From an optimization exercise on the open Yosys and OpenROAD flow, aimed at small area and a short achievable clock period; shortcuts taken in it are not production practice.
Where RTL was checked, it was by simulation tests only, not by an equivalence proof against the original.
Power is estimated from default activity; no workload was simulated.

quartz:
Design pifo_reg, start of the top module:
module pifo_reg
#(
    parameter L2_REG_WIDTH = 4,
    parameter RANK_WIDTH = 16,
    parameter META_WIDTH = 12
)
(
    input                       rst,
    input                       clk,
    output reg                  full,
    input                       insert,
    input [RANK_WIDTH-1:0]      rank_in,
    input [META_WIDTH-1:0]      meta_in,
    output reg                  valid_out,
    input                       remove,
    output [RANK_WIDTH-1:0]     rank_out,
    output [META_WIDTH-1:0]     meta_out,
    output reg                  max_valid_out,
    output [RANK_WIDTH-1:0]     max_rank_out,
    output [META_WIDTH-1:0]     max_meta_out,
    output reg [L2_REG_WIDTH:0] num_entries,
    output reg                  empty
);
    localparam N  = 2**L2_REG_WIDTH;
    localparam RW = RANK_WIDTH;
    localparam MW = META_WIDTH;
    localparam SW = L2_REG_WIDTH;
    localparam DW = RW + MW;            
    localparam EW = DW + SW;            
    function automatic gt_tree(input [RW-1:0] a, input [RW-1:0] b, input cin);
        reg [RW-1:0] g, e;
        integer w, k;
        begin
            g = a & ~b;
            e = ~(a ^ b);
            for (w = RW; w > 1; w = w / 2)
  ...
Settings: LEC_CHECK=0, ABC_AREA=1, CAP_MARGIN=20, CORE_MARGIN=2, CORE_UTILIZATION=40, SLEW_MARGIN=20; clock period 16.0 ns.
standard.sh (not shown) runs the stock make flow with config.mk's settings and CLKGATE_MAP_FILE= SYNTH_SCRIPT=/design/flow/synth_recipe.tcl, a recipe that flattens the netlist after the stock synthesis.
==> flow/flow/run.sh <==
#!/bin/bash
# Standard ORFS layout, with plain buffers on the ports and timing repair
# aiming well below the clock period.
set -euo pipefail
bash standard.sh SETUP_SLACK_MARGIN=11 TNS_END_PERCENT=100 \
  "BUFFER_PORTS_ARGS=-buffer_cell sky130_fd_sc_hd__buf_4" finish > standard_flow.log 2>&1
quartz: all stages complete, timing, DRC and antenna checks passed
### quartz -> umber
==> flow/flow/run.sh <==
#!/bin/bash
# Standard ORFS layout, with timing repair aiming well below the clock period.
set -euo pipefail
bash standard.sh SETUP_SLACK_MARGIN=11 TNS_END_PERCENT=100 finish > standard_flow.log 2>&1
-- flow/config.mk --
<<< quartz, line 11
export CORE_UTILIZATION = 40
>>> umber, line 11
export CORE_UTILIZATION = 50
export CTS_BUF_LIST = sky130_fd_sc_hd__clkbuf_4 sky130_fd_sc_hd__clkbuf_8
Notes after the runs:
Changes observed in umber relative to quartz: power per cell area decreased by about 1.6% relative to the old numbers; worst ir drop on vdd decreased by about 12% relative to the old numbers; fraction of power consumed by combinational cells increased by 0.7 points relative to the old numbers; die area decreased by about 20% relative to the old numbers. In the tables for umber and quartz, slew at the pin closest to its max-slew limit reads lower with quartz. Reported for umber and quartz, hold violation count in the final report turned out identical to the last digit. Note that the area of the core recorded for umber amounts to 0.79 times the value seen in quartz. On umber: least setup slack across all paths after layout is 0.15 ns lower than what quartz gave.
The inputs of violet differ from those of umber as listed below.
==> flow/flow/run.sh <==
#!/bin/bash
# Standard ORFS layout, with plain buffers on the ports and timing repair
# aiming well below the clock period.
set -euo pipefail
bash standard.sh SETUP_SLACK_MARGIN=12 TNS_END_PERCENT=100 \
  "BUFFER_PORTS_ARGS=-buffer_cell sky130_fd_sc_hd__buf_4" finish > standard_flow.log 2>&1
-- flow/config.mk --
<<< umber, line 11
export CORE_UTILIZATION = 50
export CTS_BUF_LIST = sky130_fd_sc_hd__clkbuf_4 sky130_fd_sc_hd__clkbuf_8
>>> violet, line 11
export CORE_UTILIZATION = 40
### Flow results
Against umber, violet reports a clock skew after layout that is higher. Relative to umber, critical path depth has gone down in violet. Compared with umber, violet shows sequential share of layout area lower by 3.8 points.
No functional check of the RTL was part of any run of this note.

---

Setup of job 6170:
pifo_reg, a different RTL version from the one above (not shown whole).
Size in the first run: roughly 4500 cells after synthesis, ~97 I/O pins, about 36000 um2 of cells after synthesis.
==> flow/config.mk <==
export PLATFORM = sky130hd
export DESIGN_NAME = pifo_reg
export DESIGN_NICKNAME = pifo_reg
export VERILOG_FILES = /design/flow/design.v
export SDC_FILE = /design/flow/constraint.sdc
export NUM_CORES = 4
export LEC_CHECK = 0
export ABC_AREA = 1
export CAP_MARGIN = 20
export CORE_MARGIN = 2
export CORE_UTILIZATION = 55
export CTS_CLUSTER_DIAMETER = 80
export CTS_CLUSTER_SIZE = 30
export PLACE_DENSITY_LB_ADDON = 0.1
export SLEW_MARGIN = 20
==> flow/constraint.sdc <==
create_clock -name core_clock -period 16.0 [get_ports {clk}]
set_input_delay 3.2000 -clock core_clock [delete_from_list [all_inputs] [get_ports {clk}]]
set_output_delay 3.2000 -clock core_clock [all_outputs]
set_load 0.01 [all_outputs]
==> flow/flow/run.sh <==
#!/bin/bash
# Standard ORFS layout, with plain buffers on the ports and timing repair
# aiming well below the clock period.
set -euo pipefail
bash standard.sh SETUP_SLACK_MARGIN=11.1 TNS_END_PERCENT=100 \
  "BUFFER_PORTS_ARGS=-buffer_cell sky130_fd_sc_hd__buf_4" finish > standard_flow.log 2>&1
[inputs] job 6384 vs job 6170
Settings: a deleted PLACE_DENSITY_LB_ADDON that had been 0.1.
### Flow results
- Job 6384 finished end to end and its layout was clean on timing, DRC and antenna.
- Top layer reached by signal wires = met5: job 6170; top layer reached by signal wires = met4: job 6384
- Job 6384 vs job 6170: number of clock buffers inserted by TritonCTS up in job 6384
- The cell area in job 6384 was lower than what job 6170 gave.
- Diff job 6170..job 6384 | clock network fraction of design power | negligible
- Compared with job 6170, in job 6384 total power lost 0.38%; hold slack lost 0.0033 ns.
#### Input delta (job 202 over job 6384)
Settings: a change of CORE_UTILIZATION from 55 to 60.
## What came out
Re tightest slew margin relative to the limit: job 202 and job 6384 aren't equal, and the lower value belongs to job 6384.
Compared with job 6384, job 202 instantiates a smaller number of cells.
Job 6384 -> job 202: routed length on met1 decreased by a little under 10%
Of job 202 and job 6384, job 202 shows the higher first-iteration DRC count, with job 6384 below it.
Placeable core area: higher on job 6384
Cmp job 202 vs job 6384: initial standard-cell utilization of the core higher in job 202
Job 202 finished every step from synthesis to the final layout, and the layout passed the timing, design-rule and antenna checks.
Relative to job 202, the following input files were edited for job 3656:
Settings: changing CORE_UTILIZATION from 60 to 55.
-- flow/flow/run.sh --
<<< job 202, line 5
bash standard.sh SETUP_SLACK_MARGIN=11.1 TNS_END_PERCENT=100 \
>>> job 3656, line 5
bash standard.sh SETUP_SLACK_MARGIN=11.3 TNS_END_PERCENT=100 \
--- outcome ---
- Changes observed in job 3656 relative to job 202: power now larger; wire length of the first global-routing pass now larger.
- Placer congestion estimate, job 202 and job 3656, higher one = job 202.
- When the final numbers for job 202 and job 3656 were put side by side, the via count normalized by instance count turned out to be smaller in job 3656.
- Compared to job 202, job 3656 has post-route worst hold slack 0.011 ns higher.
- In the tables for job 202 and job 3656, headroom to the max-slew limit reads higher with job 202.
- In job 3656 relative to job 202, maximum number of pins on one net before global-route repair had gone down slightly.
- In job 3656, the sum of buffers and inverters on the critical path came out 1 above the value in job 202.

---

pifo_reg, a different RTL version from the one above (not shown whole).
For scale: ~3,700 cells after synthesis, about 580 flip-flops, about 34,000 um2 of cells after synthesis.
make LEC_CHECK=0 ABC_CLOCK_PERIOD_IN_PS=4000 CAP_MARGIN=20 CORE_MARGIN=2 CORE_UTILIZATION=40 SLEW_MARGIN=20 finish   # period 16.0 ns
run.sh (not shown) runs the stock make flow with config.mk's settings and CLKGATE_MAP_FILE= SYNTH_SCRIPT=/design/flow/synth_recipe.tcl, a recipe that flattens the netlist after the stock synthesis.
Stock flow here: none of the scripts above is used.
Change:
--- a/flow/config.mk
+++ b/flow/config.mk
@@ -6,5 +6,4 @@
 export NUM_CORES = 4
 export LEC_CHECK = 0
-export ABC_CLOCK_PERIOD_IN_PS = 4000
 export CAP_MARGIN = 20
 export CORE_MARGIN = 2
Outcome: The changed run produced a clean layout. Clock-buffer cell count does not change. Worst setup slack stays the same. Clock skew is unchanged. Sequential share of layout area does not change. Final area is unchanged. Sequential power hardly moves. Hold slack does not change. Routed wire length is unchanged. Fmax does not change.
Function was not checked in any run of this note: the RTL went through the layout flow alone.

---

pifo_reg, a different RTL version from the one above (not shown whole).
Size: roughly 4500 cells after synthesis, about 610 flip-flops.
clock: 16.0 ns
lec_check: 0
abc_area: 1
cap_margin: 20
core_margin: 2
core_utilization: 55
cts_cluster_diameter: 80
cts_cluster_size: 30
slew_margin: 20
standard.sh (not shown) runs the stock make flow with config.mk's settings and CLKGATE_MAP_FILE= SYNTH_SCRIPT=/design/flow/synth_recipe.tcl, a recipe that flattens the netlist after the stock synthesis.
==> flow/flow/run.sh <==
#!/bin/bash
# Standard ORFS layout, with plain buffers on the ports and timing repair
# aiming well below the clock period.
set -euo pipefail
bash standard.sh SETUP_SLACK_MARGIN=10.8 TNS_END_PERCENT=100 \
  "BUFFER_PORTS_ARGS=-buffer_cell sky130_fd_sc_hd__buf_4" finish > standard_flow.log 2>&1
==> next run, changes <==
==> flow/flow/run.sh (replaced) <==
#!/bin/bash
# Standard ORFS layout, with plain buffers on the ports and timing repair
# aiming well below the clock period.
set -euo pipefail
bash standard.sh SETUP_SLACK_MARGIN=11.3 TNS_END_PERCENT=100 \
  "BUFFER_PORTS_ARGS=-buffer_cell sky130_fd_sc_hd__buf_4" finish > standard_flow.log 2>&1
- CTS_CLUSTER_DIAMETER: 80 -> default
Wire length rose by roughly a tenth.
Fmax rose by a few percent.
Non-clock buffer count rose by 208.
Core utilization rose by 6.7 points.
Power rose by about a fifth.
==> next run, changes <==
==> flow/flow/run.sh (replaced) <==
#!/bin/bash
# Standard ORFS layout, with plain buffers on the ports and timing repair
# aiming well below the clock period.
set -euo pipefail
bash standard.sh SETUP_SLACK_MARGIN=11.1 TNS_END_PERCENT=100 \
  "BUFFER_PORTS_ARGS=-buffer_cell sky130_fd_sc_hd__buf_4" finish > standard_flow.log 2>&1
- CTS_CLUSTER_DIAMETER: default -> 80
Effect: Setup slack improved by 47 ps. Count of clock-buffer cells in the layout falls by 78. Utilization falls by 5.4 points. Clock skew falls by 8.0 ps. Via count drops by about 4.5%. Critical path depth stays the same. Clock power decreases by about 32%. Non-clock buffer count is lower by 142. Power went down by 11%. Cell area is lower by 8.1%.
==> next run, changes <==
==> flow/flow/run.sh (replaced) <==
#!/bin/bash
# Standard ORFS layout, with plain buffers on the ports and timing repair
# aiming well below the clock period.
set -euo pipefail
bash standard.sh SETUP_SLACK_MARGIN=11 TNS_END_PERCENT=100 \
  "BUFFER_PORTS_ARGS=-buffer_cell sky130_fd_sc_hd__buf_4" finish > standard_flow.log 2>&1
- CTS_CLUSTER_DIAMETER: 80 -> default
=>
- register-to-register slack barely changes
- clock power goes up by 47%
- clock skew went up by 3.4 ps
- sequential power is about the same
- first-iteration DRC count grows by 12%
==> next run, changes <==
- CTS_CLUSTER_DIAMETER: default -> 80
- GPL_ROUTABILITY_DRIVEN: default -> 0
Result:
- final area goes down by 2.8%
- count of clock-buffer cells in the layout goes down by 78
- power goes down by 7.0%

---

## run E
The RTL this note starts from:
==> flow/design.v <==
`timescale 1ns/1ps
module pifo_reg
#(
    parameter L2_REG_WIDTH = 4,
    parameter RANK_WIDTH = 16,
    parameter META_WIDTH = 12
)
(
    input                       rst,
    input                       clk,
    output reg                  full,
    input                       insert,
    input [RANK_WIDTH-1:0]      rank_in,
    input [META_WIDTH-1:0]      meta_in,
    output reg                  valid_out,
    input                       remove,
    output [RANK_WIDTH-1:0]     rank_out,
    output [META_WIDTH-1:0]     meta_out,
    output reg                  max_valid_out,
    output [RANK_WIDTH-1:0]     max_rank_out,
    output [META_WIDTH-1:0]     max_meta_out,
    output reg [L2_REG_WIDTH:0] num_entries,
    output reg                  empty
);
    localparam N  = 2**L2_REG_WIDTH;
    localparam RW = RANK_WIDTH;
    localparam MW = META_WIDTH;
    localparam SW = L2_REG_WIDTH;
    localparam DW = RW + MW;            
    localparam EW = DW + SW;            
    function automatic gt_tree(input [RW-1:0] a, input [RW-1:0] b, input cin);
        reg [RW-1:0] g, e;
        integer w, k;
        begin
            g = a & ~b;
            e = ~(a ^ b);
            for (w = RW; w > 1; w = w / 2)
                for (k = 0; k < w / 2; k = k + 1) begin
                    g[k] = g[2*k+1] | (e[2*k+1] & g[2*k]);
                    e[k] = e[2*k+1] & e[2*k];
                end
            gt_tree = g[0] | (e[0] & cin);
        end
    endfunction
    reg [EW-1:0] ent [0:N-1];
    reg [DW-1:0] max_d;
    reg          op_ins, op_rep, op_rem;
    reg [DW-1:0] p_d;
    reg [N-1:0]  c;       
    reg          cm;      
    reg          insert_ltch;
    reg          calc_min_max;
    wire          op_any = op_ins | op_rep;
    wire [N-1:0]  ld   = {N{op_any}} & c & ~{c[N-2:0], 1'b0};
    wire [N-1:0]  up   = {N{op_any}} & {c[N-2:0], 1'b0};
    wire [N-1:0]  hold = ~(ld | up | {N{op_rem}});
    wire [SW-1:0] s_top    = ent[N-1][DW +: SW];
    wire [SW-1:0] new_slot = op_rep ? s_top : (num_entries[SW-1:0] - 1'b1);
    wire [EW-1:0] new_ent  = {new_slot, p_d};
    reg [EW-1:0] cur [0:N-1];
    reg [EW-1:0] nxt_up, nxt_dn;
    integer i;
    always @(*) begin
        for (i = 0; i < N; i = i + 1) begin
            nxt_up = (i > 0) ? ent[i-1] : {EW{1'b0}};
            if (i < N-1) begin
                nxt_dn = ent[i+1];
                nxt_dn[DW +: SW] = ent[i+1][DW +: SW] - (ent[i+1][DW +: SW] > ent[0][DW +: SW]);
            end else
                nxt_dn = {EW{1'b0}};
            cur[i] = ({EW{ld[i]}}   & new_ent)
                   | ({EW{up[i]}}   & nxt_up)
                   | ({EW{op_rem}}  & nxt_dn)
                   | ({EW{hold[i]}} & ent[i]);
        end
    end
    wire max_new = op_ins ? ~cm : (op_rep & c[N-1] & ~c[N-2]);
    wire max_sec = op_rep & c[N-2];
    wire max_keep = ~(max_new | max_sec);
    wire [DW-1:0] cur_max = ({DW{max_new}}  & p_d)
                          | ({DW{max_sec}}  & ent[N-2][DW-1:0])
                          | ({DW{max_keep}} & max_d);
    assign rank_out     = cur[0][RW-1:0];
    assign meta_out     = cur[0][RW +: MW];
    assign max_rank_out = cur_max[RW-1:0];
    assign max_meta_out = cur_max[RW +: MW];
    always @(posedge clk) begin
        for (i = 0; i < N; i = i + 1)
            ent[i] <= cur[i];
        max_d <= cur_max;
    end
    wire nz      = |num_entries;
    wire is_full = num_entries[SW];
    wire do_rem  = remove & nz;
    wire do_ins  = ~do_rem & (insert | insert_ltch);
    wire [SW-1:0] cs_top = cur[N-1][DW +: SW];
    wire          rep_ok = is_full & ~remove;
    wire [N-1:0]  c_in;
    genvar g;
    generate
        for (g = 0; g < N; g = g + 1) begin : cmp
            wire v  = num_entries > g;
            wire sg = rep_ok & (cur[g][DW +: SW] > cs_top);
            assign c_in[g] = ~v | gt_tree(cur[g][RW-1:0], rank_in, sg);
        end
    endgenerate
    wire cm_in = nz & gt_tree(cur_max[RW-1:0], rank_in, 1'b0);
    always @(posedge clk) begin
        if (insert) begin
            p_d <= {meta_in, rank_in};
            c   <= c_in;
            cm  <= cm_in;
        end else begin
            c   <= {1'b1, c[N-1:1]};
            cm  <= cm & nz;
        end
    end
    always @(posedge clk) begin
        if (rst) begin
            op_ins <= 1'b0;
            op_rep <= 1'b0;
            op_rem <= 1'b0;
        end else begin
            op_ins <= do_ins & ~is_full;
            op_rep <= do_ins & is_full;
            op_rem <= do_rem;
        end
    end
    always @(posedge clk) begin
        if (rst) begin
            valid_out <= 1'b0;
            max_valid_out <= 1'b0;
        end else begin
            if (insert | remove) begin
                valid_out <= 1'b0;
                max_valid_out <= 1'b0;
            end
            if (calc_min_max & nz) begin
                valid_out <= 1'b1;
                max_valid_out <= 1'b1;
            end
        end
    end
    always @(posedge clk) begin
        if (rst) begin
            num_entries <= 0;
            calc_min_max <= 0;
            insert_ltch <= 0;
            empty <= 1'b0;
            full <= 1'b0;
        end else begin
            calc_min_max <= 0;
            if (do_rem) begin
                if (num_entries == 1)
                    empty <= 1'b1;
                if (!insert)
                    full <= 1'b0;
                num_entries <= num_entries - 1'b1;
                calc_min_max <= 1;
                insert_ltch <= insert;
            end else if (do_ins) begin
                if (!is_full) begin
                    full <= (num_entries == N-1);
                    num_entries <= num_entries + 1'b1;
                end else
                    full <= 1'b1;
                empty <= 1'b0;
                calc_min_max <= 1;
                insert_ltch <= 0;
            end
        end
    end
endmodule
clock: 16.0 ns
lec_check: 0
cap_margin: 20
core_margin: 2
core_utilization: 40
slew_margin: 20
==> flow/flow/run.sh <==
#!/bin/bash
# Standard ORFS layout, with timing repair aiming well below the clock period.
set -euo pipefail
bash standard.sh SETUP_SLACK_MARGIN=11 TNS_END_PERCENT=100 finish > standard_flow.log 2>&1
### run E -> run D
==> flow/run.sh (new file) <==
#!/bin/bash
# synth_recipe.tcl (not shown) runs the flow's synth.tcl, then flattens the netlist and writes it again
# the make line also repeats each setting of config.mk as NAME=value (left out here)
make -C /OpenROAD-flow-scripts/flow DESIGN_CONFIG=/design/flow/config.mk WORK_HOME=/design/flow/orfs CLKGATE_MAP_FILE= SYNTH_SCRIPT=/design/flow/synth_recipe.tcl finish
removed: flow/flow/run.sh
removed: flow/standard.sh
--- outcome ---
Relative area change from synthesis to final layout: run D vs run E down 6.7 points. Global routing usage summed across all routing layers: lower on run D. Between run E and run D, the average vias per placed instance figures differ only marginally. Run D ran to completion and came out clean on the timing, design-rule and antenna checks. Summary of run D over run E: routed wire length shrank by 5900 um, total chip power shrank by about 6%, worst-skew pair later-pin latency held steady, met3 routed wirelength shrank by 13%. Layout clock buffer count went up by a few percent going from run E to run D. Diff run D..run E | power drawn by the sequential cells | negligible. Changes observed in run D relative to run E: combinational group share of total power decreased by 2.6 points relative to the old numbers; highest clock frequency the design can meet went down 18%.
Function was not checked in any run of this note: the RTL went through the layout flow alone.

-- static timing again, ports no longer ideal --
In the flow no input, the clock included, has a driving cell. The finished layouts below were timed again as built, in two steps.
Step 1, drivers: a clkbuf_16 drives clk and a buf_2 each remaining input, both assumed.
Step 2 moves the port delays by t, midway between the first and last clock arrival at a register: inputs arrive t later, outputs are due t later. That takes back most of the time a late clock gives input paths.
Slacks: ideal / step 1 / step 2; pairs: ideal / step 1.
run	shift t [ns]	slack for setup (ns)	worst setup path after step 2	slew at the worst register clock pin (ns)	pins driven straight from the clock port
quartz	0.693	10.834 / 10.764 / 10.479	input to register	0.06 / 0.06	1
umber	0.804	10.680 / 10.615 / 10.348	input to register	0.07 / 0.07	1
violet	0.699	10.974 / 10.900 / 10.746	input to register	0.07 / 0.07	1
job 6170	0.678	11.120 / 11.050 / 10.531	input to register	0.12 / 0.12	1
job 6384	0.667	11.129 / 11.061 / 10.758	input to register	0.11 / 0.11	1
job 202	0.666	11.138 / 11.074 / 10.778	input to register	0.11 / 0.11	1
job 3656	0.669	11.143 / 11.073 / 10.633	input to register	0.12 / 0.12	1
the first run of note 3	0.693	6.805 / 6.850 / 6.157	input to register	0.06 / 0.06	1
the second run of note 3	0.693	6.805 / 6.850 / 6.157	input to register	0.06 / 0.06	1
the first run of note 4	0.665	10.829 / 10.759 / 10.489	input to register	0.11 / 0.11	1
the second run of note 4	0.679	11.011 / 10.944 / 10.742	input to register	0.06 / 0.06	1
the third run of note 4	0.658	11.058 / 10.990 / 10.591	input to register	0.11 / 0.11	1
the fourth run of note 4	0.680	11.005 / 10.937 / 10.471	input to register	0.06 / 0.06	1
the fifth run of note 4	0.659	11.000 / 10.934 / 10.532	input to register	0.11 / 0.11	1
run E	0.681	10.399 / 10.334 / 10.348	input to register	0.06 / 0.06	1
run D	0.682	9.211 / 9.140 / 9.822	register to output	0.06 / 0.06	1
After both steps every run listed still meets setup and hold.
